This is an optimization exercise on Yosys and OpenROAD, whose aim is small area, a short achievable clock period and few clock cycles per item, not a production implementation. Function was checked by simulation only, so behaviour that the tests miss may differ from the original.

==> design/flow/design.v <==
module geofence (clk, reset, X, Y, R, valid, is_inside);
input clk;
input reset;
input [9:0] X;
input [9:0] Y;
input [10:0] R;
output reg valid;
output reg is_inside;
reg [5:0] n;                        
wire [5:0] n_n = (n == 6'd39) ? 6'd0 : n + 6'd1;
reg [2:0] g;                        
wire [2:0] g_n = (n == 6'd39 || g == 3'd5) ? 3'd0 : g + 3'd1;
reg inph;
reg [30:0] ring [0:5];              
reg [9:0] X0, Y0;
integer k;
always @(posedge clk) begin
    for (k = 0; k < 5; k = k + 1) ring[k] <= ring[k+1];
    ring[5] <= inph ? {X, Y, R} : ring[0];
    if (n == 6'd0) begin X0 <= X; Y0 <= Y; end
end
function [2:0] posof;               
    input [2:0] j;
    input [2:0] gg;
    reg [3:0] d;
    begin
        d = {1'b0, j} + 4'd6 - {1'b0, gg};
        posof = (d >= 4'd6) ? d[2:0] - 3'd6 : d[2:0];
    end
endfunction
reg [2:0] rk1, rk2, rk3, rk4, rk5;
wire [2:0] rf1, rf2, rf3, rf4, rf5;    
function [2:0] lsel;                
    input [2:0] r;
    begin
        lsel = (rf1 == r) ? 3'd1 : (rf2 == r) ? 3'd2 : (rf3 == r) ? 3'd3 :
               (rf4 == r) ? 3'd4 : 3'd5;
    end
endfunction
reg [2:0] posA, posB;
wire [30:0] pA = ring[posA];
wire [30:0] pB = ring[posB];
wire [9:0]  ax = pA[30:21], ay = pA[20:11];
wire [10:0] ar = pA[10:0];
wire [9:0]  bx = pB[30:21], by = pB[20:11];
wire [10:0] br = pB[10:0];
reg sload, smul, scmp, aph, sph, eph, uvl, aqsh, aacc, tacc, fin, radsum, radodd;
reg [2:0] ci, cj;                   
reg [2:0] di, dj;                   
reg [2:0] li, lj;                   
reg [2:0] asel;                     
function [5:0] pairof;
    input [5:0] nn;
    case (nn)
        6'd3:  pairof = {3'd1, 3'd2};
        6'd4:  pairof = {3'd1, 3'd3};
        6'd5:  pairof = {3'd2, 3'd3};
        6'd6:  pairof = {3'd1, 3'd4};
        6'd7:  pairof = {3'd2, 3'd4};
        6'd8:  pairof = {3'd3, 3'd4};
        6'd9:  pairof = {3'd1, 3'd5};
        6'd10: pairof = {3'd2, 3'd5};
        6'd11: pairof = {3'd3, 3'd5};
        default: pairof = {3'd4, 3'd5};
    endcase
endfunction
function [2:0] qsel;
    input [2:0] m;
    case (m)
        3'd1: qsel = lsel(3'd0);
        3'd2: qsel = lsel(3'd1);
        3'd3: qsel = lsel(3'd2);
        3'd4: qsel = lsel(3'd3);
        3'd5: qsel = lsel(3'd4);
        default: qsel = 3'd0;
    endcase
endfunction
wire [5:0] cn = n_n - 6'd15;        
reg  [2:0] kA_n;                    
reg  [2:0] jA_n, jB_n;
always @(*) begin
    kA_n = (cn <= 6'd5) ? cn[2:0] : cn[3:1] - 3'd3;
    if (n_n >= 6'd3 && n_n <= 6'd12) begin
        {jA_n, jB_n} = pairof(n_n);
    end else begin
        jA_n = qsel(kA_n);
        jB_n = qsel(kA_n + 3'd1);
    end
end
wire cph_n = (n_n >= 6'd15);
always @(posedge clk or posedge reset) begin
    if (reset) begin
        n <= 6'd0; g <= 3'd0; inph <= 1'b1; valid <= 1'b0;
    end else begin
        n <= n_n; g <= g_n;
        inph <= (n_n <= 6'd5);
        valid <= fin;
    end
end
always @(posedge clk) begin
    posA   <= posof(jA_n, g_n);
    posB   <= posof(jB_n, g_n);
    sload  <= (n_n >= 6'd3) && (n_n <= 6'd12);
    smul   <= (n_n >= 6'd4) && (n_n <= 6'd13);
    {li, lj} <= pairof(n_n);
    {ci, cj} <= {li, lj};
    {di, dj} <= {ci, cj};
    scmp   <= smul;
    aph    <= cph_n && (cn <= 6'd5);
    sph    <= cph_n && (cn >= 6'd6) && (cn <= 6'd16) && !cn[0];
    eph    <= cph_n && (cn >= 6'd7) && (cn <= 6'd17) && cn[0];
    uvl    <= cph_n && (cn >= 6'd11) && (cn <= 6'd21) && cn[0];
    aqsh   <= cph_n && (cn >= 6'd5) && (cn <= 6'd10);
    aacc   <= cph_n && (cn >= 6'd8) && (cn <= 6'd18) && !cn[0];
    tacc   <= cph_n && (cn >= 6'd13) && (cn <= 6'd23) && cn[0];
    fin    <= cph_n && (cn == 6'd23);
    radsum <= (cn <= 6'd7);
    radodd <= cn[0];
    asel   <= (cn == 6'd6 || cn == 6'd16) ? 3'b001 : (cn == 6'd8 || cn == 6'd14) ? 3'b010 : 3'b100;
end
reg  [10:0] oa1, ob1, ob2;
reg  [11:0] oa2;
reg  [21:0] m1r;
reg  [21:0] m2r;
wire [21:0] m1, m2;
mul_s11x11 u_m1 (.a(oa1), .b(ob1), .p(m1));
mul_s12x11 u_m2 (.a(oa2), .b(ob2), .p(m2));
wire signed [21:0] sm1r = m1r, sm2r = m2r;
wire bef = sm1r > sm2r;             
always @(posedge clk) begin
    if (n <= 6'd3) begin
        rk1 <= 3'd0; rk2 <= 3'd0; rk3 <= 3'd0; rk4 <= 3'd0; rk5 <= 3'd0;
    end else begin
        rk1 <= rf1; rk2 <= rf2; rk3 <= rf3; rk4 <= rf4; rk5 <= rf5;
    end
end
wire [2:0] win = bef ? dj : di;     
assign rf1 = rk1 + {2'd0, scmp && win == 3'd1};
assign rf2 = rk2 + {2'd0, scmp && win == 3'd2};
assign rf3 = rk3 + {2'd0, scmp && win == 3'd3};
assign rf4 = rk4 + {2'd0, scmp && win == 3'd4};
assign rf5 = rk5 + {2'd0, scmp && win == 3'd5};
wire [19:0] rad = radsum ? (m1r[19:0] + m2r[19:0]) : (radodd ? m2r[19:0] : m1r[19:0]);
function [21:0] sqstep;    
    input [11:0] rem;
    input [9:0]  root;
    input [1:0]  b;
    reg [13:0] re, tr;
    begin
        re = {rem, b};
        tr = {2'b00, root, 2'b01};
        if (re >= tr) sqstep = {re[11:0] - tr[11:0], root[8:0], 1'b1};
        else          sqstep = {re[11:0], root[8:0], 1'b0};
    end
endfunction
reg [4:0]  q1rem; reg [3:0] q1root; reg [11:0] q1rad;
reg [7:0]  q2rem; reg [6:0] q2root; reg [5:0]  q2rad;
reg [9:0]  qout;
reg [21:0] s1, s2, s3;
always @(*) begin
    s1 = 22'd0;
    s1 = sqstep(s1[21:10], s1[9:0], rad[19:18]);
    s1 = sqstep(s1[21:10], s1[9:0], rad[17:16]);
    s1 = sqstep(s1[21:10], s1[9:0], rad[15:14]);
    s1 = sqstep(s1[21:10], s1[9:0], rad[13:12]);
    s2 = {7'd0, q1rem, 6'd0, q1root};
    s2 = sqstep(s2[21:10], s2[9:0], q1rad[11:10]);
    s2 = sqstep(s2[21:10], s2[9:0], q1rad[9:8]);
    s2 = sqstep(s2[21:10], s2[9:0], q1rad[7:6]);
    s3 = {4'd0, q2rem, 3'd0, q2root};
    s3 = sqstep(s3[21:10], s3[9:0], q2rad[5:4]);
    s3 = sqstep(s3[21:10], s3[9:0], q2rad[3:2]);
    s3 = sqstep(s3[21:10], s3[9:0], q2rad[1:0]);
end
always @(posedge clk) begin
    q1rem <= s1[14:10]; q1root <= s1[3:0]; q1rad <= rad[11:0];
    q2rem <= s2[17:10]; q2root <= s2[6:0]; q2rad <= q1rad[5:0];
    qout <= s3[9:0];
end
reg [9:0]  aq0, aq1, aq2;           
reg [10:0] e2r, e3r;
reg [21:0] A, T;
wire [9:0]  acur = asel[0] ? aq0 : asel[1] ? aq1 : aq2;
wire [12:0] ssum = {3'd0, acur} + {2'd0, ar} + {2'd0, br};
wire [9:0]  Sn = ssum[10:1];
wire [12:0] d1 = {2'd0, ar} + {2'd0, br} - {3'd0, acur};
wire [12:0] d2 = {3'd0, acur} + {2'd0, br} - {2'd0, ar};
wire [12:0] d3 = {3'd0, acur} + {2'd0, ar} + {2'd0, br[10], 10'd0} - {3'd0, br[9:0]};
wire [10:0] e1n = {d1[11] ^ ssum[11], d1[10:1]};
wire [10:0] e2n = {d2[11] ^ ssum[11], d2[10:1]};
wire [10:0] e3n = {d3[11] ^ ssum[11], d3[10:1]};
wire [10:0] dx = {1'b0, ax} - {1'b0, bx};
wire [10:0] dy = {1'b0, ay} - {1'b0, by};
always @(posedge clk) begin
    if (sload) begin
        oa1 <= {1'b0, ax} - {1'b0, X0};
        ob1 <= {1'b0, by} - {1'b0, Y0};
        oa2 <= {1'b0, ay} - {1'b0, Y0};
        ob2 <= {1'b0, bx} - {1'b0, X0};
    end
    if (aph) begin
        oa1 <= dx; ob1 <= dx; oa2 <= {dy[10], dy}; ob2 <= dy;
    end
    if (sph) begin
        oa1 <= {1'b0, Sn}; ob1 <= e1n;
        oa2 <= {2'b00, ax} + {2'b00, bx}; ob2 <= {1'b0, by} - {1'b0, ay};
        e2r <= e2n;
        e3r <= e3n;
    end
    if (eph) begin
        oa2 <= {e2r[10], e2r}; ob2 <= e3r;
    end
    if (uvl) begin
        oa1 <= {1'b0, qout}; ob1 <= {1'b0, s3[9:0]};
    end
    m1r <= m1[21:0];
    m2r <= m2[21:0];
    if (aqsh) begin aq0 <= qout; aq1 <= aq0; aq2 <= aq1; end
    if (n <= 6'd14) begin A <= 22'd0; T <= 22'd0; end
    else begin
        if (aacc) A <= A + m2r;
        if (tacc) T <= T + {2'd0, m1r[19:0]};
    end
    if (fin) is_inside <= (A[21:1] >= (T + {2'd0, m1r[19:0]}));
end
endmodule
module mul_s11x11 (a, b, p);
input [10:0] a;
input [10:0] b;
output [21:0] p;
wire w1, w2, w3, w4, w5, w6, w7, w8, w9, w10, w11, w12, w13, w14, w15, w16;
wire w17, w18, w19, w20, w21, w22, w23, w24, w25, w26, w27, w28, w29, w30, w31, w32;
wire w33, w34, w35, w36, w37, w38, w39, w40, w41, w42, w43, w44, w45, w46, w47, w48;
wire w49, w50, w51, w52, w53, w54, w55, w56, w57, w58, w59, w60, w61, w62, w63, w64;
wire w65, w66, w67, w68, w69, w70, w71, w72, w73, w74, w75, w76, w77, w78, w79, w80;
wire w81, w82, w83, w84, w85, w86, w87, w88, w89, w90, w91, w92, w93, w94, w95, w96;
wire w97, w98, w99, w100, w101, w102, w103, w104, w105, w106, w107, w108, w109, w110, w111, w112;
wire w113, w114, w115, w116, w117, w118, w119, w120, w121, w122, w123, w124, w125, w126, w127, w128;
wire w129, w130, w131, w132, w133, w134, w135, w136, w137, w138, w139, w140, w141, w142, w143, w144;
wire w145, w146, w147, w148, w149, w150, w151, w152, w153, w154, w155, w156, w157, w158, w159, w160;
wire w161, w162, w163, w164, w165, w166, w167, w168, w169, w170, w171, w172, w173, w174, w175, w176;
wire w177, w178, w179, w180;
assign w1 = (a[0] & b[9]) ^ (a[1] & b[8]);
assign w2 = (a[0] & b[9]) & (a[1] & b[8]);
assign w3 = ~(a[0] & b[10]) ^ (a[1] & b[9]) ^ (a[2] & b[8]);
assign w4 = (~(a[0] & b[10]) & (a[1] & b[9])) | (~(a[0] & b[10]) & (a[2] & b[8])) | ((a[1] & b[9]) & (a[2] & b[8]));
assign w5 = (a[3] & b[7]) ^ (a[4] & b[6]);
assign w6 = (a[3] & b[7]) & (a[4] & b[6]);
assign w7 = ~(a[1] & b[10]) ^ (a[2] & b[9]) ^ (a[3] & b[8]);
assign w8 = (~(a[1] & b[10]) & (a[2] & b[9])) | (~(a[1] & b[10]) & (a[3] & b[8])) | ((a[2] & b[9]) & (a[3] & b[8]));
assign w9 = (a[4] & b[7]) ^ (a[5] & b[6]) ^ (a[6] & b[5]);
assign w10 = ((a[4] & b[7]) & (a[5] & b[6])) | ((a[4] & b[7]) & (a[6] & b[5])) | ((a[5] & b[6]) & (a[6] & b[5]));
assign w11 = ~(a[2] & b[10]) ^ (a[3] & b[9]) ^ (a[4] & b[8]);
assign w12 = (~(a[2] & b[10]) & (a[3] & b[9])) | (~(a[2] & b[10]) & (a[4] & b[8])) | ((a[3] & b[9]) & (a[4] & b[8]));
assign w13 = (a[0] & b[6]) ^ (a[1] & b[5]);
assign w14 = (a[0] & b[6]) & (a[1] & b[5]);
assign w15 = (a[0] & b[7]) ^ (a[1] & b[6]) ^ (a[2] & b[5]);
assign w16 = ((a[0] & b[7]) & (a[1] & b[6])) | ((a[0] & b[7]) & (a[2] & b[5])) | ((a[1] & b[6]) & (a[2] & b[5]));
assign w17 = (a[3] & b[4]) ^ (a[4] & b[3]);
assign w18 = (a[3] & b[4]) & (a[4] & b[3]);
assign w19 = (a[0] & b[8]) ^ (a[1] & b[7]) ^ (a[2] & b[6]);
assign w20 = ((a[0] & b[8]) & (a[1] & b[7])) | ((a[0] & b[8]) & (a[2] & b[6])) | ((a[1] & b[7]) & (a[2] & b[6]));
assign w21 = (a[3] & b[5]) ^ (a[4] & b[4]) ^ (a[5] & b[3]);
assign w22 = ((a[3] & b[5]) & (a[4] & b[4])) | ((a[3] & b[5]) & (a[5] & b[3])) | ((a[4] & b[4]) & (a[5] & b[3]));
assign w23 = (a[6] & b[2]) ^ (a[7] & b[1]);
assign w24 = (a[6] & b[2]) & (a[7] & b[1]);
assign w25 = (a[2] & b[7]) ^ (a[3] & b[6]) ^ (a[4] & b[5]);
assign w26 = ((a[2] & b[7]) & (a[3] & b[6])) | ((a[2] & b[7]) & (a[4] & b[5])) | ((a[3] & b[6]) & (a[4] & b[5]));
assign w27 = (a[5] & b[4]) ^ (a[6] & b[3]) ^ (a[7] & b[2]);
assign w28 = ((a[5] & b[4]) & (a[6] & b[3])) | ((a[5] & b[4]) & (a[7] & b[2])) | ((a[6] & b[3]) & (a[7] & b[2]));
assign w29 = (a[8] & b[1]) ^ (a[9] & b[0]) ^ w1;
assign w30 = ((a[8] & b[1]) & (a[9] & b[0])) | ((a[8] & b[1]) & w1) | ((a[9] & b[0]) & w1);
assign w31 = (a[5] & b[5]) ^ (a[6] & b[4]) ^ (a[7] & b[3]);
assign w32 = ((a[5] & b[5]) & (a[6] & b[4])) | ((a[5] & b[5]) & (a[7] & b[3])) | ((a[6] & b[4]) & (a[7] & b[3]));
assign w33 = (a[8] & b[2]) ^ (a[9] & b[1]) ^ ~(a[10] & b[0]);
assign w34 = ((a[8] & b[2]) & (a[9] & b[1])) | ((a[8] & b[2]) & ~(a[10] & b[0])) | ((a[9] & b[1]) & ~(a[10] & b[0]));
assign w35 = w2 ^ w3 ^ w5;
assign w36 = (w2 & w3) | (w2 & w5) | (w3 & w5);
assign w37 = (a[7] & b[4]) ^ (a[8] & b[3]) ^ (a[9] & b[2]);
assign w38 = ((a[7] & b[4]) & (a[8] & b[3])) | ((a[7] & b[4]) & (a[9] & b[2])) | ((a[8] & b[3]) & (a[9] & b[2]));
assign w39 = ~(a[10] & b[1]) ^ 1'b1 ^ w4;
assign w40 = (~(a[10] & b[1]) & 1'b1) | (~(a[10] & b[1]) & w4) | (1'b1 & w4);
assign w41 = w6 ^ w7 ^ w9;
assign w42 = (w6 & w7) | (w6 & w9) | (w7 & w9);
assign w43 = (a[5] & b[7]) ^ (a[6] & b[6]) ^ (a[7] & b[5]);
assign w44 = ((a[5] & b[7]) & (a[6] & b[6])) | ((a[5] & b[7]) & (a[7] & b[5])) | ((a[6] & b[6]) & (a[7] & b[5]));
assign w45 = (a[8] & b[4]) ^ (a[9] & b[3]) ^ ~(a[10] & b[2]);
assign w46 = ((a[8] & b[4]) & (a[9] & b[3])) | ((a[8] & b[4]) & ~(a[10] & b[2])) | ((a[9] & b[3]) & ~(a[10] & b[2]));
assign w47 = w8 ^ w10 ^ w11;
assign w48 = (w8 & w10) | (w8 & w11) | (w10 & w11);
assign w49 = ~(a[3] & b[10]) ^ (a[4] & b[9]) ^ (a[5] & b[8]);
assign w50 = (~(a[3] & b[10]) & (a[4] & b[9])) | (~(a[3] & b[10]) & (a[5] & b[8])) | ((a[4] & b[9]) & (a[5] & b[8]));
assign w51 = (a[6] & b[7]) ^ (a[7] & b[6]) ^ (a[8] & b[5]);
assign w52 = ((a[6] & b[7]) & (a[7] & b[6])) | ((a[6] & b[7]) & (a[8] & b[5])) | ((a[7] & b[6]) & (a[8] & b[5]));
assign w53 = (a[9] & b[4]) ^ ~(a[10] & b[3]) ^ w12;
assign w54 = ((a[9] & b[4]) & ~(a[10] & b[3])) | ((a[9] & b[4]) & w12) | (~(a[10] & b[3]) & w12);
assign w55 = ~(a[4] & b[10]) ^ (a[5] & b[9]) ^ (a[6] & b[8]);
assign w56 = (~(a[4] & b[10]) & (a[5] & b[9])) | (~(a[4] & b[10]) & (a[6] & b[8])) | ((a[5] & b[9]) & (a[6] & b[8]));
assign w57 = (a[7] & b[7]) ^ (a[8] & b[6]) ^ (a[9] & b[5]);
assign w58 = ((a[7] & b[7]) & (a[8] & b[6])) | ((a[7] & b[7]) & (a[9] & b[5])) | ((a[8] & b[6]) & (a[9] & b[5]));
assign w59 = ~(a[5] & b[10]) ^ (a[6] & b[9]) ^ (a[7] & b[8]);
assign w60 = (~(a[5] & b[10]) & (a[6] & b[9])) | (~(a[5] & b[10]) & (a[7] & b[8])) | ((a[6] & b[9]) & (a[7] & b[8]));
assign w61 = (a[0] & b[4]) ^ (a[1] & b[3]);
assign w62 = (a[0] & b[4]) & (a[1] & b[3]);
assign w63 = (a[0] & b[5]) ^ (a[1] & b[4]) ^ (a[2] & b[3]);
assign w64 = ((a[0] & b[5]) & (a[1] & b[4])) | ((a[0] & b[5]) & (a[2] & b[3])) | ((a[1] & b[4]) & (a[2] & b[3]));
assign w65 = (a[3] & b[2]) ^ (a[4] & b[1]);
assign w66 = (a[3] & b[2]) & (a[4] & b[1]);
assign w67 = (a[2] & b[4]) ^ (a[3] & b[3]) ^ (a[4] & b[2]);
assign w68 = ((a[2] & b[4]) & (a[3] & b[3])) | ((a[2] & b[4]) & (a[4] & b[2])) | ((a[3] & b[3]) & (a[4] & b[2]));
assign w69 = (a[5] & b[1]) ^ (a[6] & b[0]) ^ w13;
assign w70 = ((a[5] & b[1]) & (a[6] & b[0])) | ((a[5] & b[1]) & w13) | ((a[6] & b[0]) & w13);
assign w71 = (a[5] & b[2]) ^ (a[6] & b[1]) ^ (a[7] & b[0]);
assign w72 = ((a[5] & b[2]) & (a[6] & b[1])) | ((a[5] & b[2]) & (a[7] & b[0])) | ((a[6] & b[1]) & (a[7] & b[0]));
assign w73 = w14 ^ w15 ^ w17;
assign w74 = (w14 & w15) | (w14 & w17) | (w15 & w17);
assign w75 = (a[8] & b[0]) ^ w16 ^ w18;
assign w76 = ((a[8] & b[0]) & w16) | ((a[8] & b[0]) & w18) | (w16 & w18);
assign w77 = w19 ^ w21 ^ w23;
assign w78 = (w19 & w21) | (w19 & w23) | (w21 & w23);
assign w79 = w20 ^ w22 ^ w24;
assign w80 = (w20 & w22) | (w20 & w24) | (w22 & w24);
assign w81 = w25 ^ w27 ^ w29;
assign w82 = (w25 & w27) | (w25 & w29) | (w27 & w29);
assign w83 = w26 ^ w28 ^ w30;
assign w84 = (w26 & w28) | (w26 & w30) | (w28 & w30);
assign w85 = w31 ^ w33 ^ w35;
assign w86 = (w31 & w33) | (w31 & w35) | (w33 & w35);
assign w87 = w32 ^ w34 ^ w36;
assign w88 = (w32 & w34) | (w32 & w36) | (w34 & w36);
assign w89 = w37 ^ w39 ^ w41;
assign w90 = (w37 & w39) | (w37 & w41) | (w39 & w41);
assign w91 = w38 ^ w40 ^ w42;
assign w92 = (w38 & w40) | (w38 & w42) | (w40 & w42);
assign w93 = w43 ^ w45 ^ w47;
assign w94 = (w43 & w45) | (w43 & w47) | (w45 & w47);
assign w95 = w44 ^ w46 ^ w48;
assign w96 = (w44 & w46) | (w44 & w48) | (w46 & w48);
assign w97 = w49 ^ w51 ^ w53;
assign w98 = (w49 & w51) | (w49 & w53) | (w51 & w53);
assign w99 = ~(a[10] & b[4]) ^ w50 ^ w52;
assign w100 = (~(a[10] & b[4]) & w50) | (~(a[10] & b[4]) & w52) | (w50 & w52);
assign w101 = w54 ^ w55 ^ w57;
assign w102 = (w54 & w55) | (w54 & w57) | (w55 & w57);
assign w103 = (a[8] & b[7]) ^ (a[9] & b[6]) ^ ~(a[10] & b[5]);
assign w104 = ((a[8] & b[7]) & (a[9] & b[6])) | ((a[8] & b[7]) & ~(a[10] & b[5])) | ((a[9] & b[6]) & ~(a[10] & b[5]));
assign w105 = w56 ^ w58 ^ w59;
assign w106 = (w56 & w58) | (w56 & w59) | (w58 & w59);
assign w107 = ~(a[6] & b[10]) ^ (a[7] & b[9]) ^ (a[8] & b[8]);
assign w108 = (~(a[6] & b[10]) & (a[7] & b[9])) | (~(a[6] & b[10]) & (a[8] & b[8])) | ((a[7] & b[9]) & (a[8] & b[8]));
assign w109 = (a[9] & b[7]) ^ ~(a[10] & b[6]) ^ w60;
assign w110 = ((a[9] & b[7]) & ~(a[10] & b[6])) | ((a[9] & b[7]) & w60) | (~(a[10] & b[6]) & w60);
assign w111 = ~(a[7] & b[10]) ^ (a[8] & b[9]) ^ (a[9] & b[8]);
assign w112 = (~(a[7] & b[10]) & (a[8] & b[9])) | (~(a[7] & b[10]) & (a[9] & b[8])) | ((a[8] & b[9]) & (a[9] & b[8]));
assign w113 = (a[0] & b[3]) ^ (a[1] & b[2]);
assign w114 = (a[0] & b[3]) & (a[1] & b[2]);
assign w115 = (a[2] & b[2]) ^ (a[3] & b[1]) ^ (a[4] & b[0]);
assign w116 = ((a[2] & b[2]) & (a[3] & b[1])) | ((a[2] & b[2]) & (a[4] & b[0])) | ((a[3] & b[1]) & (a[4] & b[0]));
assign w117 = (a[5] & b[0]) ^ w62 ^ w63;
assign w118 = ((a[5] & b[0]) & w62) | ((a[5] & b[0]) & w63) | (w62 & w63);
assign w119 = w64 ^ w66 ^ w67;
assign w120 = (w64 & w66) | (w64 & w67) | (w66 & w67);
assign w121 = w68 ^ w70 ^ w71;
assign w122 = (w68 & w70) | (w68 & w71) | (w70 & w71);
assign w123 = w72 ^ w74 ^ w75;
assign w124 = (w72 & w74) | (w72 & w75) | (w74 & w75);
assign w125 = w76 ^ w78 ^ w79;
assign w126 = (w76 & w78) | (w76 & w79) | (w78 & w79);
assign w127 = w80 ^ w82 ^ w83;
assign w128 = (w80 & w82) | (w80 & w83) | (w82 & w83);
assign w129 = w84 ^ w86 ^ w87;
assign w130 = (w84 & w86) | (w84 & w87) | (w86 & w87);
assign w131 = w88 ^ w90 ^ w91;
assign w132 = (w88 & w90) | (w88 & w91) | (w90 & w91);
assign w133 = w92 ^ w94 ^ w95;
assign w134 = (w92 & w94) | (w92 & w95) | (w94 & w95);
assign w135 = w96 ^ w98 ^ w99;
assign w136 = (w96 & w98) | (w96 & w99) | (w98 & w99);
assign w137 = w100 ^ w102 ^ w103;
assign w138 = (w100 & w102) | (w100 & w103) | (w102 & w103);
assign w139 = w104 ^ w106 ^ w107;
assign w140 = (w104 & w106) | (w104 & w107) | (w106 & w107);
assign w141 = ~(a[10] & b[7]) ^ w108 ^ w110;
assign w142 = (~(a[10] & b[7]) & w108) | (~(a[10] & b[7]) & w110) | (w108 & w110);
assign w143 = ~(a[8] & b[10]) ^ (a[9] & b[9]) ^ ~(a[10] & b[8]);
assign w144 = (~(a[8] & b[10]) & (a[9] & b[9])) | (~(a[8] & b[10]) & ~(a[10] & b[8])) | ((a[9] & b[9]) & ~(a[10] & b[8]));
assign w145 = (a[0] & b[2]) ^ (a[1] & b[1]);
assign w146 = (a[0] & b[2]) & (a[1] & b[1]);
assign w147 = (a[2] & b[1]) ^ (a[3] & b[0]) ^ w113;
assign w148 = ((a[2] & b[1]) & (a[3] & b[0])) | ((a[2] & b[1]) & w113) | ((a[3] & b[0]) & w113);
assign w149 = w61 ^ w114 ^ w115;
assign w150 = (w61 & w114) | (w61 & w115) | (w114 & w115);
assign w151 = w65 ^ w116 ^ w117;
assign w152 = (w65 & w116) | (w65 & w117) | (w116 & w117);
assign w153 = w69 ^ w118 ^ w119;
assign w154 = (w69 & w118) | (w69 & w119) | (w118 & w119);
assign w155 = w73 ^ w120 ^ w121;
assign w156 = (w73 & w120) | (w73 & w121) | (w120 & w121);
assign w157 = w77 ^ w122 ^ w123;
assign w158 = (w77 & w122) | (w77 & w123) | (w122 & w123);
assign w159 = w81 ^ w124 ^ w125;
assign w160 = (w81 & w124) | (w81 & w125) | (w124 & w125);
assign w161 = w85 ^ w126 ^ w127;
assign w162 = (w85 & w126) | (w85 & w127) | (w126 & w127);
assign w163 = w89 ^ w128 ^ w129;
assign w164 = (w89 & w128) | (w89 & w129) | (w128 & w129);
assign w165 = w93 ^ w130 ^ w131;
assign w166 = (w93 & w130) | (w93 & w131) | (w130 & w131);
assign w167 = w97 ^ w132 ^ w133;
assign w168 = (w97 & w132) | (w97 & w133) | (w132 & w133);
assign w169 = w101 ^ w134 ^ w135;
assign w170 = (w101 & w134) | (w101 & w135) | (w134 & w135);
assign w171 = w105 ^ w136 ^ w137;
assign w172 = (w105 & w136) | (w105 & w137) | (w136 & w137);
assign w173 = w109 ^ w138 ^ w139;
assign w174 = (w109 & w138) | (w109 & w139) | (w138 & w139);
assign w175 = w111 ^ w140 ^ w141;
assign w176 = (w111 & w140) | (w111 & w141) | (w140 & w141);
assign w177 = w112 ^ w142 ^ w143;
assign w178 = (w112 & w142) | (w112 & w143) | (w142 & w143);
assign w179 = ~(a[9] & b[10]) ^ ~(a[10] & b[9]) ^ w144;
assign w180 = (~(a[9] & b[10]) & ~(a[10] & b[9])) | (~(a[9] & b[10]) & w144) | (~(a[10] & b[9]) & w144);
wire [21:0] r0 = {1'b1, (a[10] & b[10]), w178, w176, w174, w172, w170, w168, w166, w164, w162, w160, w158, w156, w154, w152, w150, w148, w146, (a[2] & b[0]), (a[0] & b[1]), (a[0] & b[0])};
wire [21:0] r1 = {1'b0, w180, w179, w177, w175, w173, w171, w169, w167, w165, w163, w161, w159, w157, w155, w153, w151, w149, w147, w145, (a[1] & b[0]), 1'b0};
assign p = r0 + r1;
endmodule
module mul_s12x11 (a, b, p);
input [11:0] a;
input [10:0] b;
output [21:0] p;
wire w1, w2, w3, w4, w5, w6, w7, w8, w9, w10, w11, w12, w13, w14, w15, w16;
wire w17, w18, w19, w20, w21, w22, w23, w24, w25, w26, w27, w28, w29, w30, w31, w32;
wire w33, w34, w35, w36, w37, w38, w39, w40, w41, w42, w43, w44, w45, w46, w47, w48;
wire w49, w50, w51, w52, w53, w54, w55, w56, w57, w58, w59, w60, w61, w62, w63, w64;
wire w65, w66, w67, w68, w69, w70, w71, w72, w73, w74, w75, w76, w77, w78, w79, w80;
wire w81, w82, w83, w84, w85, w86, w87, w88, w89, w90, w91, w92, w93, w94, w95, w96;
wire w97, w98, w99, w100, w101, w102, w103, w104, w105, w106, w107, w108, w109, w110, w111, w112;
wire w113, w114, w115, w116, w117, w118, w119, w120, w121, w122, w123, w124, w125, w126, w127, w128;
wire w129, w130, w131, w132, w133, w134, w135, w136, w137, w138, w139, w140, w141, w142, w143, w144;
wire w145, w146, w147, w148, w149, w150, w151, w152, w153, w154, w155, w156, w157, w158, w159, w160;
wire w161, w162, w163, w164, w165, w166, w167, w168, w169, w170, w171, w172, w173, w174, w175, w176;
wire w177, w178, w179, w180, w181, w182, w183, w184, w185, w186, w187, w188, w189, w190, w191, w192;
wire w193, w194, w195, w196, w197, w198, w199, w200;
assign w1 = (a[0] & b[9]) ^ (a[1] & b[8]);
assign w2 = (a[0] & b[9]) & (a[1] & b[8]);
assign w3 = ~(a[0] & b[10]) ^ (a[1] & b[9]) ^ (a[2] & b[8]);
assign w4 = (~(a[0] & b[10]) & (a[1] & b[9])) | (~(a[0] & b[10]) & (a[2] & b[8])) | ((a[1] & b[9]) & (a[2] & b[8]));
assign w5 = (a[3] & b[7]) ^ (a[4] & b[6]) ^ (a[5] & b[5]);
assign w6 = ((a[3] & b[7]) & (a[4] & b[6])) | ((a[3] & b[7]) & (a[5] & b[5])) | ((a[4] & b[6]) & (a[5] & b[5]));
assign w7 = ~(a[1] & b[10]) ^ (a[2] & b[9]) ^ (a[3] & b[8]);
assign w8 = (~(a[1] & b[10]) & (a[2] & b[9])) | (~(a[1] & b[10]) & (a[3] & b[8])) | ((a[2] & b[9]) & (a[3] & b[8]));
assign w9 = (a[4] & b[7]) ^ (a[5] & b[6]) ^ (a[6] & b[5]);
assign w10 = ((a[4] & b[7]) & (a[5] & b[6])) | ((a[4] & b[7]) & (a[6] & b[5])) | ((a[5] & b[6]) & (a[6] & b[5]));
assign w11 = (a[7] & b[4]) ^ (a[8] & b[3]);
assign w12 = (a[7] & b[4]) & (a[8] & b[3]);
assign w13 = ~(a[2] & b[10]) ^ (a[3] & b[9]) ^ (a[4] & b[8]);
assign w14 = (~(a[2] & b[10]) & (a[3] & b[9])) | (~(a[2] & b[10]) & (a[4] & b[8])) | ((a[3] & b[9]) & (a[4] & b[8]));
assign w15 = (a[5] & b[7]) ^ (a[6] & b[6]) ^ (a[7] & b[5]);
assign w16 = ((a[5] & b[7]) & (a[6] & b[6])) | ((a[5] & b[7]) & (a[7] & b[5])) | ((a[6] & b[6]) & (a[7] & b[5]));
assign w17 = ~(a[3] & b[10]) ^ (a[4] & b[9]) ^ (a[5] & b[8]);
assign w18 = (~(a[3] & b[10]) & (a[4] & b[9])) | (~(a[3] & b[10]) & (a[5] & b[8])) | ((a[4] & b[9]) & (a[5] & b[8]));
assign w19 = (a[0] & b[6]) ^ (a[1] & b[5]);
assign w20 = (a[0] & b[6]) & (a[1] & b[5]);
assign w21 = (a[0] & b[7]) ^ (a[1] & b[6]) ^ (a[2] & b[5]);
assign w22 = ((a[0] & b[7]) & (a[1] & b[6])) | ((a[0] & b[7]) & (a[2] & b[5])) | ((a[1] & b[6]) & (a[2] & b[5]));
assign w23 = (a[3] & b[4]) ^ (a[4] & b[3]);
assign w24 = (a[3] & b[4]) & (a[4] & b[3]);
assign w25 = (a[0] & b[8]) ^ (a[1] & b[7]) ^ (a[2] & b[6]);
assign w26 = ((a[0] & b[8]) & (a[1] & b[7])) | ((a[0] & b[8]) & (a[2] & b[6])) | ((a[1] & b[7]) & (a[2] & b[6]));
assign w27 = (a[3] & b[5]) ^ (a[4] & b[4]) ^ (a[5] & b[3]);
assign w28 = ((a[3] & b[5]) & (a[4] & b[4])) | ((a[3] & b[5]) & (a[5] & b[3])) | ((a[4] & b[4]) & (a[5] & b[3]));
assign w29 = (a[6] & b[2]) ^ (a[7] & b[1]);
assign w30 = (a[6] & b[2]) & (a[7] & b[1]);
assign w31 = (a[2] & b[7]) ^ (a[3] & b[6]) ^ (a[4] & b[5]);
assign w32 = ((a[2] & b[7]) & (a[3] & b[6])) | ((a[2] & b[7]) & (a[4] & b[5])) | ((a[3] & b[6]) & (a[4] & b[5]));
assign w33 = (a[5] & b[4]) ^ (a[6] & b[3]) ^ (a[7] & b[2]);
assign w34 = ((a[5] & b[4]) & (a[6] & b[3])) | ((a[5] & b[4]) & (a[7] & b[2])) | ((a[6] & b[3]) & (a[7] & b[2]));
assign w35 = (a[8] & b[1]) ^ (a[9] & b[0]) ^ w1;
assign w36 = ((a[8] & b[1]) & (a[9] & b[0])) | ((a[8] & b[1]) & w1) | ((a[9] & b[0]) & w1);
assign w37 = (a[6] & b[4]) ^ (a[7] & b[3]) ^ (a[8] & b[2]);
assign w38 = ((a[6] & b[4]) & (a[7] & b[3])) | ((a[6] & b[4]) & (a[8] & b[2])) | ((a[7] & b[3]) & (a[8] & b[2]));
assign w39 = (a[9] & b[1]) ^ (a[10] & b[0]) ^ 1'b1;
assign w40 = ((a[9] & b[1]) & (a[10] & b[0])) | ((a[9] & b[1]) & 1'b1) | ((a[10] & b[0]) & 1'b1);
assign w41 = w2 ^ w3 ^ w5;
assign w42 = (w2 & w3) | (w2 & w5) | (w3 & w5);
assign w43 = (a[9] & b[2]) ^ (a[10] & b[1]) ^ ~(a[11] & b[0]);
assign w44 = ((a[9] & b[2]) & (a[10] & b[1])) | ((a[9] & b[2]) & ~(a[11] & b[0])) | ((a[10] & b[1]) & ~(a[11] & b[0]));
assign w45 = 1'b1 ^ w4 ^ w6;
assign w46 = (1'b1 & w4) | (1'b1 & w6) | (w4 & w6);
assign w47 = w7 ^ w9 ^ w11;
assign w48 = (w7 & w9) | (w7 & w11) | (w9 & w11);
assign w49 = (a[8] & b[4]) ^ (a[9] & b[3]) ^ (a[10] & b[2]);
assign w50 = ((a[8] & b[4]) & (a[9] & b[3])) | ((a[8] & b[4]) & (a[10] & b[2])) | ((a[9] & b[3]) & (a[10] & b[2]));
assign w51 = ~(a[11] & b[1]) ^ w8 ^ w10;
assign w52 = (~(a[11] & b[1]) & w8) | (~(a[11] & b[1]) & w10) | (w8 & w10);
assign w53 = w12 ^ w13 ^ w15;
assign w54 = (w12 & w13) | (w12 & w15) | (w13 & w15);
assign w55 = (a[6] & b[7]) ^ (a[7] & b[6]) ^ (a[8] & b[5]);
assign w56 = ((a[6] & b[7]) & (a[7] & b[6])) | ((a[6] & b[7]) & (a[8] & b[5])) | ((a[7] & b[6]) & (a[8] & b[5]));
assign w57 = (a[9] & b[4]) ^ (a[10] & b[3]) ^ ~(a[11] & b[2]);
assign w58 = ((a[9] & b[4]) & (a[10] & b[3])) | ((a[9] & b[4]) & ~(a[11] & b[2])) | ((a[10] & b[3]) & ~(a[11] & b[2]));
assign w59 = w14 ^ w16 ^ w17;
assign w60 = (w14 & w16) | (w14 & w17) | (w16 & w17);
assign w61 = ~(a[4] & b[10]) ^ (a[5] & b[9]) ^ (a[6] & b[8]);
assign w62 = (~(a[4] & b[10]) & (a[5] & b[9])) | (~(a[4] & b[10]) & (a[6] & b[8])) | ((a[5] & b[9]) & (a[6] & b[8]));
assign w63 = (a[7] & b[7]) ^ (a[8] & b[6]) ^ (a[9] & b[5]);
assign w64 = ((a[7] & b[7]) & (a[8] & b[6])) | ((a[7] & b[7]) & (a[9] & b[5])) | ((a[8] & b[6]) & (a[9] & b[5]));
assign w65 = (a[10] & b[4]) ^ ~(a[11] & b[3]) ^ w18;
assign w66 = ((a[10] & b[4]) & ~(a[11] & b[3])) | ((a[10] & b[4]) & w18) | (~(a[11] & b[3]) & w18);
assign w67 = ~(a[5] & b[10]) ^ (a[6] & b[9]) ^ (a[7] & b[8]);
assign w68 = (~(a[5] & b[10]) & (a[6] & b[9])) | (~(a[5] & b[10]) & (a[7] & b[8])) | ((a[6] & b[9]) & (a[7] & b[8]));
assign w69 = (a[8] & b[7]) ^ (a[9] & b[6]) ^ (a[10] & b[5]);
assign w70 = ((a[8] & b[7]) & (a[9] & b[6])) | ((a[8] & b[7]) & (a[10] & b[5])) | ((a[9] & b[6]) & (a[10] & b[5]));
assign w71 = ~(a[6] & b[10]) ^ (a[7] & b[9]) ^ (a[8] & b[8]);
assign w72 = (~(a[6] & b[10]) & (a[7] & b[9])) | (~(a[6] & b[10]) & (a[8] & b[8])) | ((a[7] & b[9]) & (a[8] & b[8]));
assign w73 = (a[0] & b[4]) ^ (a[1] & b[3]);
assign w74 = (a[0] & b[4]) & (a[1] & b[3]);
assign w75 = (a[0] & b[5]) ^ (a[1] & b[4]) ^ (a[2] & b[3]);
assign w76 = ((a[0] & b[5]) & (a[1] & b[4])) | ((a[0] & b[5]) & (a[2] & b[3])) | ((a[1] & b[4]) & (a[2] & b[3]));
assign w77 = (a[3] & b[2]) ^ (a[4] & b[1]);
assign w78 = (a[3] & b[2]) & (a[4] & b[1]);
assign w79 = (a[2] & b[4]) ^ (a[3] & b[3]) ^ (a[4] & b[2]);
assign w80 = ((a[2] & b[4]) & (a[3] & b[3])) | ((a[2] & b[4]) & (a[4] & b[2])) | ((a[3] & b[3]) & (a[4] & b[2]));
assign w81 = (a[5] & b[1]) ^ (a[6] & b[0]) ^ w19;
assign w82 = ((a[5] & b[1]) & (a[6] & b[0])) | ((a[5] & b[1]) & w19) | ((a[6] & b[0]) & w19);
assign w83 = (a[5] & b[2]) ^ (a[6] & b[1]) ^ (a[7] & b[0]);
assign w84 = ((a[5] & b[2]) & (a[6] & b[1])) | ((a[5] & b[2]) & (a[7] & b[0])) | ((a[6] & b[1]) & (a[7] & b[0]));
assign w85 = w20 ^ w21 ^ w23;
assign w86 = (w20 & w21) | (w20 & w23) | (w21 & w23);
assign w87 = (a[8] & b[0]) ^ w22 ^ w24;
assign w88 = ((a[8] & b[0]) & w22) | ((a[8] & b[0]) & w24) | (w22 & w24);
assign w89 = w25 ^ w27 ^ w29;
assign w90 = (w25 & w27) | (w25 & w29) | (w27 & w29);
assign w91 = w26 ^ w28 ^ w30;
assign w92 = (w26 & w28) | (w26 & w30) | (w28 & w30);
assign w93 = w31 ^ w33 ^ w35;
assign w94 = (w31 & w33) | (w31 & w35) | (w33 & w35);
assign w95 = w32 ^ w34 ^ w36;
assign w96 = (w32 & w34) | (w32 & w36) | (w34 & w36);
assign w97 = w37 ^ w39 ^ w41;
assign w98 = (w37 & w39) | (w37 & w41) | (w39 & w41);
assign w99 = w38 ^ w40 ^ w42;
assign w100 = (w38 & w40) | (w38 & w42) | (w40 & w42);
assign w101 = w43 ^ w45 ^ w47;
assign w102 = (w43 & w45) | (w43 & w47) | (w45 & w47);
assign w103 = w44 ^ w46 ^ w48;
assign w104 = (w44 & w46) | (w44 & w48) | (w46 & w48);
assign w105 = w49 ^ w51 ^ w53;
assign w106 = (w49 & w51) | (w49 & w53) | (w51 & w53);
assign w107 = w50 ^ w52 ^ w54;
assign w108 = (w50 & w52) | (w50 & w54) | (w52 & w54);
assign w109 = w55 ^ w57 ^ w59;
assign w110 = (w55 & w57) | (w55 & w59) | (w57 & w59);
assign w111 = w56 ^ w58 ^ w60;
assign w112 = (w56 & w58) | (w56 & w60) | (w58 & w60);
assign w113 = w61 ^ w63 ^ w65;
assign w114 = (w61 & w63) | (w61 & w65) | (w63 & w65);
assign w115 = ~(a[11] & b[4]) ^ w62 ^ w64;
assign w116 = (~(a[11] & b[4]) & w62) | (~(a[11] & b[4]) & w64) | (w62 & w64);
assign w117 = w66 ^ w67 ^ w69;
assign w118 = (w66 & w67) | (w66 & w69) | (w67 & w69);
assign w119 = (a[9] & b[7]) ^ (a[10] & b[6]) ^ ~(a[11] & b[5]);
assign w120 = ((a[9] & b[7]) & (a[10] & b[6])) | ((a[9] & b[7]) & ~(a[11] & b[5])) | ((a[10] & b[6]) & ~(a[11] & b[5]));
assign w121 = w68 ^ w70 ^ w71;
assign w122 = (w68 & w70) | (w68 & w71) | (w70 & w71);
assign w123 = ~(a[7] & b[10]) ^ (a[8] & b[9]) ^ (a[9] & b[8]);
assign w124 = (~(a[7] & b[10]) & (a[8] & b[9])) | (~(a[7] & b[10]) & (a[9] & b[8])) | ((a[8] & b[9]) & (a[9] & b[8]));
assign w125 = (a[10] & b[7]) ^ ~(a[11] & b[6]) ^ w72;
assign w126 = ((a[10] & b[7]) & ~(a[11] & b[6])) | ((a[10] & b[7]) & w72) | (~(a[11] & b[6]) & w72);
assign w127 = ~(a[8] & b[10]) ^ (a[9] & b[9]) ^ (a[10] & b[8]);
assign w128 = (~(a[8] & b[10]) & (a[9] & b[9])) | (~(a[8] & b[10]) & (a[10] & b[8])) | ((a[9] & b[9]) & (a[10] & b[8]));
assign w129 = (a[0] & b[3]) ^ (a[1] & b[2]);
assign w130 = (a[0] & b[3]) & (a[1] & b[2]);
assign w131 = (a[2] & b[2]) ^ (a[3] & b[1]) ^ (a[4] & b[0]);
assign w132 = ((a[2] & b[2]) & (a[3] & b[1])) | ((a[2] & b[2]) & (a[4] & b[0])) | ((a[3] & b[1]) & (a[4] & b[0]));
assign w133 = (a[5] & b[0]) ^ w74 ^ w75;
assign w134 = ((a[5] & b[0]) & w74) | ((a[5] & b[0]) & w75) | (w74 & w75);
assign w135 = w76 ^ w78 ^ w79;
assign w136 = (w76 & w78) | (w76 & w79) | (w78 & w79);
assign w137 = w80 ^ w82 ^ w83;
assign w138 = (w80 & w82) | (w80 & w83) | (w82 & w83);
assign w139 = w84 ^ w86 ^ w87;
assign w140 = (w84 & w86) | (w84 & w87) | (w86 & w87);
assign w141 = w88 ^ w90 ^ w91;
assign w142 = (w88 & w90) | (w88 & w91) | (w90 & w91);
assign w143 = w92 ^ w94 ^ w95;
assign w144 = (w92 & w94) | (w92 & w95) | (w94 & w95);
assign w145 = w96 ^ w98 ^ w99;
assign w146 = (w96 & w98) | (w96 & w99) | (w98 & w99);
assign w147 = w100 ^ w102 ^ w103;
assign w148 = (w100 & w102) | (w100 & w103) | (w102 & w103);
assign w149 = w104 ^ w106 ^ w107;
assign w150 = (w104 & w106) | (w104 & w107) | (w106 & w107);
assign w151 = w108 ^ w110 ^ w111;
assign w152 = (w108 & w110) | (w108 & w111) | (w110 & w111);
assign w153 = w112 ^ w114 ^ w115;
assign w154 = (w112 & w114) | (w112 & w115) | (w114 & w115);
assign w155 = w116 ^ w118 ^ w119;
assign w156 = (w116 & w118) | (w116 & w119) | (w118 & w119);
assign w157 = w120 ^ w122 ^ w123;
assign w158 = (w120 & w122) | (w120 & w123) | (w122 & w123);
assign w159 = ~(a[11] & b[7]) ^ w124 ^ w126;
assign w160 = (~(a[11] & b[7]) & w124) | (~(a[11] & b[7]) & w126) | (w124 & w126);
assign w161 = ~(a[9] & b[10]) ^ (a[10] & b[9]) ^ ~(a[11] & b[8]);
assign w162 = (~(a[9] & b[10]) & (a[10] & b[9])) | (~(a[9] & b[10]) & ~(a[11] & b[8])) | ((a[10] & b[9]) & ~(a[11] & b[8]));
assign w163 = (a[0] & b[2]) ^ (a[1] & b[1]);
assign w164 = (a[0] & b[2]) & (a[1] & b[1]);
assign w165 = (a[2] & b[1]) ^ (a[3] & b[0]) ^ w129;
assign w166 = ((a[2] & b[1]) & (a[3] & b[0])) | ((a[2] & b[1]) & w129) | ((a[3] & b[0]) & w129);
assign w167 = w73 ^ w130 ^ w131;
assign w168 = (w73 & w130) | (w73 & w131) | (w130 & w131);
assign w169 = w77 ^ w132 ^ w133;
assign w170 = (w77 & w132) | (w77 & w133) | (w132 & w133);
assign w171 = w81 ^ w134 ^ w135;
assign w172 = (w81 & w134) | (w81 & w135) | (w134 & w135);
assign w173 = w85 ^ w136 ^ w137;
assign w174 = (w85 & w136) | (w85 & w137) | (w136 & w137);
assign w175 = w89 ^ w138 ^ w139;
assign w176 = (w89 & w138) | (w89 & w139) | (w138 & w139);
assign w177 = w93 ^ w140 ^ w141;
assign w178 = (w93 & w140) | (w93 & w141) | (w140 & w141);
assign w179 = w97 ^ w142 ^ w143;
assign w180 = (w97 & w142) | (w97 & w143) | (w142 & w143);
assign w181 = w101 ^ w144 ^ w145;
assign w182 = (w101 & w144) | (w101 & w145) | (w144 & w145);
assign w183 = w105 ^ w146 ^ w147;
assign w184 = (w105 & w146) | (w105 & w147) | (w146 & w147);
assign w185 = w109 ^ w148 ^ w149;
assign w186 = (w109 & w148) | (w109 & w149) | (w148 & w149);
assign w187 = w113 ^ w150 ^ w151;
assign w188 = (w113 & w150) | (w113 & w151) | (w150 & w151);
assign w189 = w117 ^ w152 ^ w153;
assign w190 = (w117 & w152) | (w117 & w153) | (w152 & w153);
assign w191 = w121 ^ w154 ^ w155;
assign w192 = (w121 & w154) | (w121 & w155) | (w154 & w155);
assign w193 = w125 ^ w156 ^ w157;
assign w194 = (w125 & w156) | (w125 & w157) | (w156 & w157);
assign w195 = w127 ^ w158 ^ w159;
assign w196 = (w127 & w158) | (w127 & w159) | (w158 & w159);
assign w197 = w128 ^ w160 ^ w161;
assign w198 = (w128 & w160) | (w128 & w161) | (w160 & w161);
assign w199 = ~(a[10] & b[10]) ^ ~(a[11] & b[9]) ^ w162;
assign w200 = (~(a[10] & b[10]) & ~(a[11] & b[9])) | (~(a[10] & b[10]) & w162) | (~(a[11] & b[9]) & w162);
wire [21:0] r0 = {(a[11] & b[10]), w198, w196, w194, w192, w190, w188, w186, w184, w182, w180, w178, w176, w174, w172, w170, w168, w166, w164, (a[2] & b[0]), (a[0] & b[1]), (a[0] & b[0])};
wire [21:0] r1 = {w200, w199, w197, w195, w193, w191, w189, w187, w185, w183, w181, w179, w177, w175, w173, w171, w169, w167, w165, w163, (a[1] & b[0]), 1'b0};
assign p = r0 + r1;
endmodule
==> design/flow/run.sh <==
#!/bin/bash
# synth_recipe.tcl (not shown) runs the flow's synth.tcl, then flattens the netlist and writes it again
# the make line also repeats each setting of config.mk as NAME=value (left out here)
make -C /OpenROAD-flow-scripts/flow DESIGN_CONFIG=/design/flow/config.mk WORK_HOME=/design/flow/orfs CLKGATE_MAP_FILE= SYNTH_SCRIPT=/design/flow/synth_recipe.tcl finish
==> design/flow/config.mk <==
export PLATFORM = sky130hd
export DESIGN_NAME = geofence
export DESIGN_NICKNAME = geofence
export VERILOG_FILES = /design/flow/design.v
export SDC_FILE = /design/flow/constraint.sdc
export NUM_CORES = 4
export LEC_CHECK = 0
export CAP_MARGIN = 20
export CORE_MARGIN = 2
export CORE_UTILIZATION = 40
export SLEW_MARGIN = 20
==> design/flow/constraint.sdc <==
create_clock -name core_clock -period 25.0 [get_ports {clk}]
set_input_delay 5.0000 -clock core_clock [delete_from_list [all_inputs] [get_ports {clk}]]
set_output_delay 5.0000 -clock core_clock [all_outputs]
set_load 0.01 [all_outputs]
==> metrics.md, run 1 <==
| Metric | Value |
|---|---|
| Status | timing/DRC/antenna clean |
| Synth Instances | ~4.6k |
| Post-Synth XOR/XNOR Area | 0.0500 |
| Warnings from Yosys | 2 |
| Core area | 99700 sq um |
| Cell accounting for the most synthesized area | dfxtp_1 |
| Worst Clk Skew | between 0.05 and 0.06 ns |
| Total Die Area | 103000 sq um |
| Layout cell share with drive strength beyond 1 | 0.0521 |
| Clk latency of the worst-skew pair | between 0.6 and 0.7 ns |
| Via count | between 30k and 40k |
| CTS Root Cell | clkbuf_16 |
| Worst-margin pin slew | 1.10 ns |
| GPL Wtd Cong | 0.932 |
| Kind of critical path | register to register |
| Maximum clock frequency | between 100 and 150 MHz |
| Fillers | 9758 |
| WP data required | around 26 ns |
| Die W | approximately 320 microns |
| Area grow syn2layout | 8.70% |
| Post-Route WL | between 100000 and 150000 microns |
| Global-route wire length before repair | 175000 microns |
| Post-Place Worst Slack | about 17 ns |
| Die H | roughly 320 microns |
| Final #Nets | 5162 |
| Post-layout util | 0.437 |
| Top-count cell post-synth | inv_1 |
| Tightest Hold Check Type | register to register |
| Delay-heaviest family, CP | compound AO/OA/AOI/OAI gates |
| H-tree lvl count | 2 |
| Area contributors post-synth | dfxtp_1 (19%), ha_1 (12%), fa_1 (10%) |
| IO Pins | 35 |
| Rows | roughly 120 |
| Register area share after synthesis | 0.283 |
| Grt total ovfl | 0 |
| Post-Syn Area | 40100 sq um |
| Final hold viol count | 0 |
| Vias in the first global route | roughly 31k |
| Final HPWL DP | ~86000 microns |
| Tot GR Track Use | 0.215 |
| RSZ-0062 raised after global routing | no |
| Ant diodes | 0 |
| Number of synthesized register bits | 506 |
| Post-synthesis mux area share | 0.0407 |
| Fin crit period | 7.61 ns |
| Final setup vio count | 0 |
| Slew margin rel. | 0.259 |
| CTS Buf Count | between 50 and 60 |
| Post-DR vias/cell | around 5.4 |
| Buffers on Ports | 34 |
| Post-Layout Cell Count | 5870 |
| Synth top area share | 0.189 |
| Pin count of the biggest net entering global routing | slightly above 60 |
| Worst-path clk slew | ~0.060 ns |
| FFs w/ async S/R, synth | 0.0217 |
| Max Fanout on Critical Path | 9 |
| Post-synth EDFFs | roughly 120 |
| Slew Viols, Final | 0 |
| Sink Count | 506 |
| CP arrival | 8.12 ns |
| Placed instance area | roughly 42000 sq um |
| Synth unique cells | 105 |
| Post-CTS Resized | 0 |
| Worst path slowest cell | or4b_1 |
| DRT Pass-1 Iters | 6 |
| Initial Util | 0.402 |
| Min Hold Slack | 0.325 ns |
| CTS tree | done |
| Final worst-path cycle share | 0.304 |
| Fin area | roughly 44000 sq um |
| WL/cell | about 19 microns |
| Mapped Nets | roughly 5.2k |
| Iter 0 DRT Violations | ~2.3k |
| Max-cap viol count | 0 |
| Worst path max stage delay | between 0.4 and 0.5 ns |
| CP Capture Type | register |
| Crit path buf inv count | 3 |
| Final WS setup | around 17 ns |
| Largest family of logic cells by synthesized area | adder cells |
| Detailed-route DRC error count | 0 |
| Primary FF master, synth | dfxtp_1 |
| Final TNS setup | 0 ns |
| Initial antenna violation count | 0 |
| Inst Count DP | 5761 |
| Hold-fix buffers, CTS | 0 |
| Clk buf depth | 3 |
| Top cells by count, synth | inv_1 (536), ha_1 (399), dfxtp_1 (379) |
| Synth Area in Simple Gates | 0.149 |
| Startpoint Class | register |
| Syn_area_per_cell | 8.76 sq um |
| Postcts setup bufs | 0 |
| Post-DRT Antenna Nets | 0 |
| Synth Area in Adders | 0.228 |
| Post-synthesis compound-gate area fraction | 0.180 |
-- kinds of logic after synthesis --
family,count (synthesis)
fa+ha+maj,606
flops,506
simple gates,1229
buf+inv,732
mux,156
xor+xnor,227
compound gates,1126
-- routing by layer --
metal | share of wire | up-vias | GRT usage
li1 | - | 15600 | -
met1 | 0.46 | 15300 | 0.288
met2 | 0.46 | 759 | 0.356
met3 | 0.049 | 176 | 0.0260
met4 | 0.035 | 0 | 0.0747
met5 | 0 | - | 0
-- final timing paths --
kind                       startpoint  endpoint  slack (ns)  cells after the start
setup / recovery               m1r[1]  q1rem[4]       17.39                     27
hold / removal                  cj[2]     dj[2]        0.32                      0
setup reg to reg               m1r[1]  q1rem[4]       17.39                     27
hold reg to reg                 cj[2]     dj[2]        0.32                      0
max in group asynchronous       reset      inph       19.94                      2
min in group asynchronous       reset     valid        4.69                      2
-- state kept, by name, summed over array words and instances (netlist names), 5 cells and up --
| signal | cells |
|---|---|
| ring | 186 |
| A | 22 |
| T | 22 |
| m1r | 22 |
| m2r | 22 |
| oa2 | 12 |
| q1rad | 12 |
| e2r | 11 |
| e3r | 11 |
| oa1 | 11 |
| ob1 | 11 |
| ob2 | 11 |
| X0 | 10 |
| Y0 | 10 |
| aq0 | 10 |
| aq1 | 10 |
| aq2 | 10 |
| qout | 10 |
| q2rem | 8 |
| q2root | 7 |
| n | 6 |
| q2rad | 6 |
| q1rem | 5 |
-- cell usage in the layout (no fill, tap or decap), types with 80 or more instances in the layout --
cell      synthesis  final
o21ai_0         256    256
nor3_1           83     82
nand2_1         366    366
ha_1            399    399
and2_1          161    161
nor2_1          307    307
a21oi_1         313    311
fa_1            207    207
dfxtp_1         379    373
xnor2_1         168    168
inv_1           536    536
mux2i_1         102    102
edfxtp_1        116    116
nor2b_1          80     80
-- layout make-up --
class | instances | area (sq um) | share of cell area
well taps | 1298 | 1620 | 0.0372
flip-flops and latches | 506 | 11400 | 0.260
clock buffers | 82 | 1670 | 0.0382
clock inverters | 26 | 310 | 0.00712
repair buffers | 70 | 618 | 0.0142
inverters | 544 | 2040 | 0.0469
multi-input cells | 3344 | 26000 | 0.596
Testbench counts, summed over its fixed seeds: cycles 64,000, items 1,600.
==> inputs of run 2 (changes only) <==
--- a/design/flow/design.v
+++ b/design/flow/design.v
@@ -141,40 +141,42 @@
 assign rf4 = rk4 + {2'd0, scmp && win == 3'd4};
 assign rf5 = rk5 + {2'd0, scmp && win == 3'd5};
 wire [19:0] rad = radsum ? (m1r[19:0] + m2r[19:0]) : (radodd ? m2r[19:0] : m1r[19:0]);
-function [21:0] sqstep;    
-    input [11:0] rem;
-    input [9:0]  root;
+function [22:0] nrstep;    
+    input [12:0] r;
+    input [9:0]  q;
     input [1:0]  b;
-    reg [13:0] re, tr;
+    input [3:0]  j;
+    reg [12:0] rn, m;
     begin
-        re = {rem, b};
-        tr = {2'b00, root, 2'b01};
-        if (re >= tr) sqstep = {re[11:0] - tr[11:0], root[8:0], 1'b1};
-        else          sqstep = {re[11:0], root[8:0], 1'b0};
+        if (!r[12]) rn = {r[10:0], b} - {1'b0, q, 2'b01};
+        else        rn = {r[10:0], b} + {1'b0, q, 2'b11};
+        m = 13'h1fff << (j + 1);
+        rn = rn[j+1] ? (rn | m) : (rn & ~m);
+        nrstep = {rn, q[8:0], !rn[12]};
     end
 endfunction
-reg [4:0]  q1rem; reg [3:0] q1root; reg [11:0] q1rad;
-reg [7:0]  q2rem; reg [6:0] q2root; reg [5:0]  q2rad;
+reg [5:0]  q1r; reg [3:0] q1q; reg [11:0] q1rad;
+reg [8:0]  q2r; reg [6:0] q2q; reg [5:0]  q2rad;
 reg [9:0]  qout;
-reg [21:0] s1, s2, s3;
+reg [22:0] s1, s2, s3;
 always @(*) begin
-    s1 = 22'd0;
-    s1 = sqstep(s1[21:10], s1[9:0], rad[19:18]);
-    s1 = sqstep(s1[21:10], s1[9:0], rad[17:16]);
-    s1 = sqstep(s1[21:10], s1[9:0], rad[15:14]);
-    s1 = sqstep(s1[21:10], s1[9:0], rad[13:12]);
-    s2 = {7'd0, q1rem, 6'd0, q1root};
-    s2 = sqstep(s2[21:10], s2[9:0], q1rad[11:10]);
-    s2 = sqstep(s2[21:10], s2[9:0], q1rad[9:8]);
-    s2 = sqstep(s2[21:10], s2[9:0], q1rad[7:6]);
-    s3 = {4'd0, q2rem, 3'd0, q2root};
-    s3 = sqstep(s3[21:10], s3[9:0], q2rad[5:4]);
-    s3 = sqstep(s3[21:10], s3[9:0], q2rad[3:2]);
-    s3 = sqstep(s3[21:10], s3[9:0], q2rad[1:0]);
+    s1 = 23'd0;
+    s1 = nrstep(s1[22:10], s1[9:0], rad[19:18], 4'd1);
+    s1 = nrstep(s1[22:10], s1[9:0], rad[17:16], 4'd2);
+    s1 = nrstep(s1[22:10], s1[9:0], rad[15:14], 4'd3);
+    s1 = nrstep(s1[22:10], s1[9:0], rad[13:12], 4'd4);
+    s2 = {{7{q1r[5]}}, q1r, 6'd0, q1q};
+    s2 = nrstep(s2[22:10], s2[9:0], q1rad[11:10], 4'd5);
+    s2 = nrstep(s2[22:10], s2[9:0], q1rad[9:8], 4'd6);
+    s2 = nrstep(s2[22:10], s2[9:0], q1rad[7:6], 4'd7);
+    s3 = {{4{q2r[8]}}, q2r, 3'd0, q2q};
+    s3 = nrstep(s3[22:10], s3[9:0], q2rad[5:4], 4'd8);
+    s3 = nrstep(s3[22:10], s3[9:0], q2rad[3:2], 4'd9);
+    s3 = nrstep(s3[22:10], s3[9:0], q2rad[1:0], 4'd10);
 end
 always @(posedge clk) begin
-    q1rem <= s1[14:10]; q1root <= s1[3:0]; q1rad <= rad[11:0];
-    q2rem <= s2[17:10]; q2root <= s2[6:0]; q2rad <= q1rad[5:0];
+    q1r <= s1[15:10]; q1q <= s1[3:0]; q1rad <= rad[11:0];
+    q2r <= s2[18:10]; q2q <= s2[6:0]; q2rad <= q1rad[5:0];
     qout <= s3[9:0];
 end
 reg [9:0]  aq0, aq1, aq2;           
--- a/design/flow/config.mk
+++ b/design/flow/config.mk
@@ -5,6 +5,7 @@
 export SDC_FILE = /design/flow/constraint.sdc
 export NUM_CORES = 4
 export LEC_CHECK = 0
+export ABC_AREA = 1
 export CAP_MARGIN = 20
 export CORE_MARGIN = 2
 export CORE_UTILIZATION = 40
==> run 2 against run 1 <==
Effect of this change: still clean on timing, DRC and antenna; final cell count grew 8.3%; clock skew is 0.016 ns lower; utilization is 0.39 points higher; critical path type is now register to output pin.
==> metrics.md, run 2 <==
| Metric | Value |
|---|---|
| Total Die Area | 100000 sq um (-2.4%) |
| Number of synthesized register bits | 508 (+0.40%) |
| Syn_area_per_cell | 7.75 sq um (-12%) |
| GPL Wtd Cong | 0.943 (+1.2%) |
| Die W | 317 microns (-1.2%) |
| CP arrival | 1.49 ns (-6.63 ns) |
| Die H | 317 microns (-1.2%) |
| Post-Layout Cell Count | 6360 (+8.3%) |
| Worst-path clk slew | 0.06 ns (about the same) |
| Max FFs per register | 186 (unchanged) |
| Tot GR Track Use | 0.224 (+0.00946) |
| Post-Place Worst Slack | 18.85 ns (+1.37 ns) |
| Reg with most FFs | ring |
| Final #Nets | 5658 (+9.6%) |
| Mapped Nets | 5674 (+8.7%) |
| CP Capture Type | output pin |
| Post-CTS Resized | 0 (unchanged) |
| WP data required | 20.00 ns (-5.52 ns) |
| Post-synth EDFFs | 116 (unchanged) |
| Post-synthesis compound-gate area fraction | 0.145 (-0.0348) |
| Final hold viol count | 0 (unchanged) |
| Pin count of the biggest net entering global routing | 58 (-6.5%) |
| Post-layout util | 0.441 (+0.00390) |
| Postcts setup bufs | 0 (unchanged) |
| Final setup vio count | 0 (unchanged) |
| Grt total ovfl | 0 (unchanged) |
| Warnings from Yosys | 2 (unchanged) |
| Register area share after synthesis | 0.291 (+0.00819) |
| CTS Buf Count | 58 (+1.8%) |
| Post-Synth XOR/XNOR Area | 0.0469 (-0.00308) |
| Delay-heaviest family, CP | buffers and inverters |
| Largest family of logic cells by synthesized area | adder cells |
| Startpoint Class | register |
| Worst-margin pin slew | 1.10 ns (+0.0000950 ns) |
| Slew Viols, Final | 0 (unchanged) |
| Critical Path, Cell by Cell | clkdlybuf4s50_1 |
| Hold Path Cell Cnt | 0 (unchanged) |
| Slew margin rel. | 0.261 (+0.00242) |
| DRT Pass-1 Iters | 6 (unchanged) |
| Primary FF master, synth | dfxtp_1 |
| Register area | 11400 sq um (+0.30%) |
| Worst path slowest cell | clkdlybuf4s50_1 |
| Via count | 32.6k (+2.5%) |
| Synth top area share | 0.195 (+0.00581) |
| Fin area | 42700 sq um (-2.0%) |
| Hold-fix buffers, CTS | 0 (unchanged) |
| Worst path max stage delay | 0.52 ns (+0.03 ns) |
| Post-Route WL | 112000 microns (+0.54%) |
| Kind of critical path | register to output pin |
| Min Hold Slack | 0.325 ns (+0.0000970 ns) |
| R2r startpoint | posA[1] |
| Post-synthesis mux area share | 0.00716 (-0.0335) |
| Post-DR vias/cell | 5.13 (-5.4%) |
| Clk buf depth | 3 (unchanged) |
| FF-to-FF End | e2r[10] |
| H-tree lvl count | 2 (unchanged) |
| Post-Syn Area | 39100 sq um (-2.5%) |
| Max-cap viol count | 0 (unchanged) |
| RSZ-0062 raised after global routing | no |
| R2R cell count | 27 (unchanged) |
| IO Pins | 35 (unchanged) |
| Initial Util | 0.404 (+0.00165) |
| Top-count cell post-synth | inv_1 |
| Most frequent cells in the layout | inv_1 (997), nand2_1 (955), ha_1 (384), dfxtp_1 (380), a21oi_1 (345) |
| FF-to-FF setup slack | 18.72 ns (+1.33 ns) |
| Placed instance area | 40700 sq um (-2.1%) |
| Iter 0 DRT Violations | 2494 (+7.0%) |
| Final WS setup | 18.51 ns (+1.11 ns) |
| Post-DRT Antenna Nets | 0 (unchanged) |
| Vias in the first global route | 31.7k (+2.1%) |
| Worst Setup SP | valid |
| CTS Root Cell | clkbuf_16 |
| Fillers | 9748 (-0.10%) |
| WL/cell | 17.6 microns (-7.2%) |
| Final TNS setup | 0 ns (unchanged) |
| Fin crit period | 6.49 ns (-1.11 ns) |
| Crit path depth | 1 (-96%) |
| Max Fanout on Critical Path | 1 (-8) |
| FFs w/ async S/R, synth | 0.0217 (-0.0000856) |
| Maximum clock frequency | 154 MHz (+17%) |
| Global-route wire length before repair | 177000 microns (+1.1%) |
| Final worst-path cycle share | 0.260 (-0.0445) |
| Initial antenna violation count | 2 (+2) |
| Most common cell after layout, fill and taps aside | inv_1 |
| Synth Area in Adders | 0.229 (+0.000971) |
| Synth Instances | 5050 (+10%) |
| Sink Count | 508 (+0.40%) |
| Rows | 114 (-1.7%) |
| Area grow syn2layout | 9.22% |
| Clk latency of the worst-skew pair | 0.66 ns (about the same) |
| Multi-input gate area | 23400 sq um (-9.9%) |
| Inst Count DP | 6250 (+8.5%) |
| Worst Clk Skew | 0.0373 ns (-0.0164 ns) |
| Synth unique cells | 65 (-38%) |
| Tightest Hold Check Type | register to register |
| Layout cell share with drive strength beyond 1 | 0.0425 (-0.00955) |
| Detailed-route DRC error count | 0 (unchanged) |
| Area contributors post-synth | dfxtp_1 (19%), ha_1 (12%), fa_1 (11%) |
| Final HPWL DP | 88000 microns (+2.2%) |
| Synth Area in Simple Gates | 0.170 (+0.0210) |
| CTS tree | done |
| Core area | 96900 sq um (-2.9%) |
| Status | timing/DRC/antenna clean |
| Crit path buf inv count | 1 (-2) |
| Cell accounting for the most synthesized area | dfxtp_1 |
| Top cells by count, synth | inv_1 (997), nand2_1 (957), ha_1 (384) |
| Crit path capture | valid |
| Buffers on Ports | 34 (unchanged) |
## run 2: layout make-up
| type | count | share of cell area |
|---|---|---|
| Multi-Input combinational cell | 3393 | 0.548 |
| Sequential cell | 508 | 0.267 |
| Inverter | 1012 | 0.0890 |
| Tap cell | 1276 | 0.0374 |
| Clock buffer | 71 | 0.0363 |
| Timing Repair Buffer | 61 | 0.0127 |
| Clock inverter | 37 | 0.0100 |
| Antenna cell | 2 | 0.000117 |
## run 2: worst min path at each step
stage           from    end  slack, ns
2_1_floorplan  li[0]  ci[0]       0.31
3_3_place_gp   lj[0]  cj[0]       0.31
3_5_place_dp   lj[2]  cj[2]       0.31
4_1_cts        lj[2]  cj[2]       0.33
5_1_grt        lj[0]  cj[0]       0.33
6_report       lj[2]  cj[2]       0.33
## run 2: metal layers
metal | routed length (microns) | global-route usage | share of wire
met4 | 3730 | 0.0757 | 0.033
met5 | 12 | 0 | 0.00011
met3 | 5730 | 0.0257 | 0.051
met2 | 51300 | 0.369 | 0.46
met1 | 51200 | 0.306 | 0.46
## run 2: kinds of logic after synthesis
kind of cell               Yosys count
DFF                                508
and+or+nand+nor                   1599
buffers and inverters             1149
AOI/OAI and AO/OA                  970
adders and majority gates          591
xor gates and xnor gates           208
muxes                               25
Testbench counts of run 2, summed over its fixed seeds: cycles 64,000, items 1,600.

separate check: timing with driven ports:
No port has a modelled driver above. Below, the same layouts with a new extraction and two added sets of constraints. Step 1 (the two cells are an assumption about what drives the block):
set clk [get_ports {clk}]
set_driving_cell -lib_cell sky130_fd_sc_hd__clkbuf_16 $clk
set_driving_cell -lib_cell sky130_fd_sc_hd__buf_2 [delete_from_list [all_inputs] $clk]
Step 2 adds t to the input delays and takes it off the output delays; t is the mean of the earliest and latest rising clock arrival at the registers after step 1. Input paths then give back, and output paths get back, about the clock's delay inside the block. a / b / c = ideal / step 1 / step 2; a / b = the first two.
run | t, ns | setup slack, ns | hold slack, ns
run 1 | 0.698 | 17.395 / 17.395 / 17.395 | 0.325 / 0.325 / 0.325
run 2 | 0.707 | 18.508 / 18.441 / 18.719 | 0.325 / 0.325 / 0.325
After both steps every run listed still meets setup and hold.
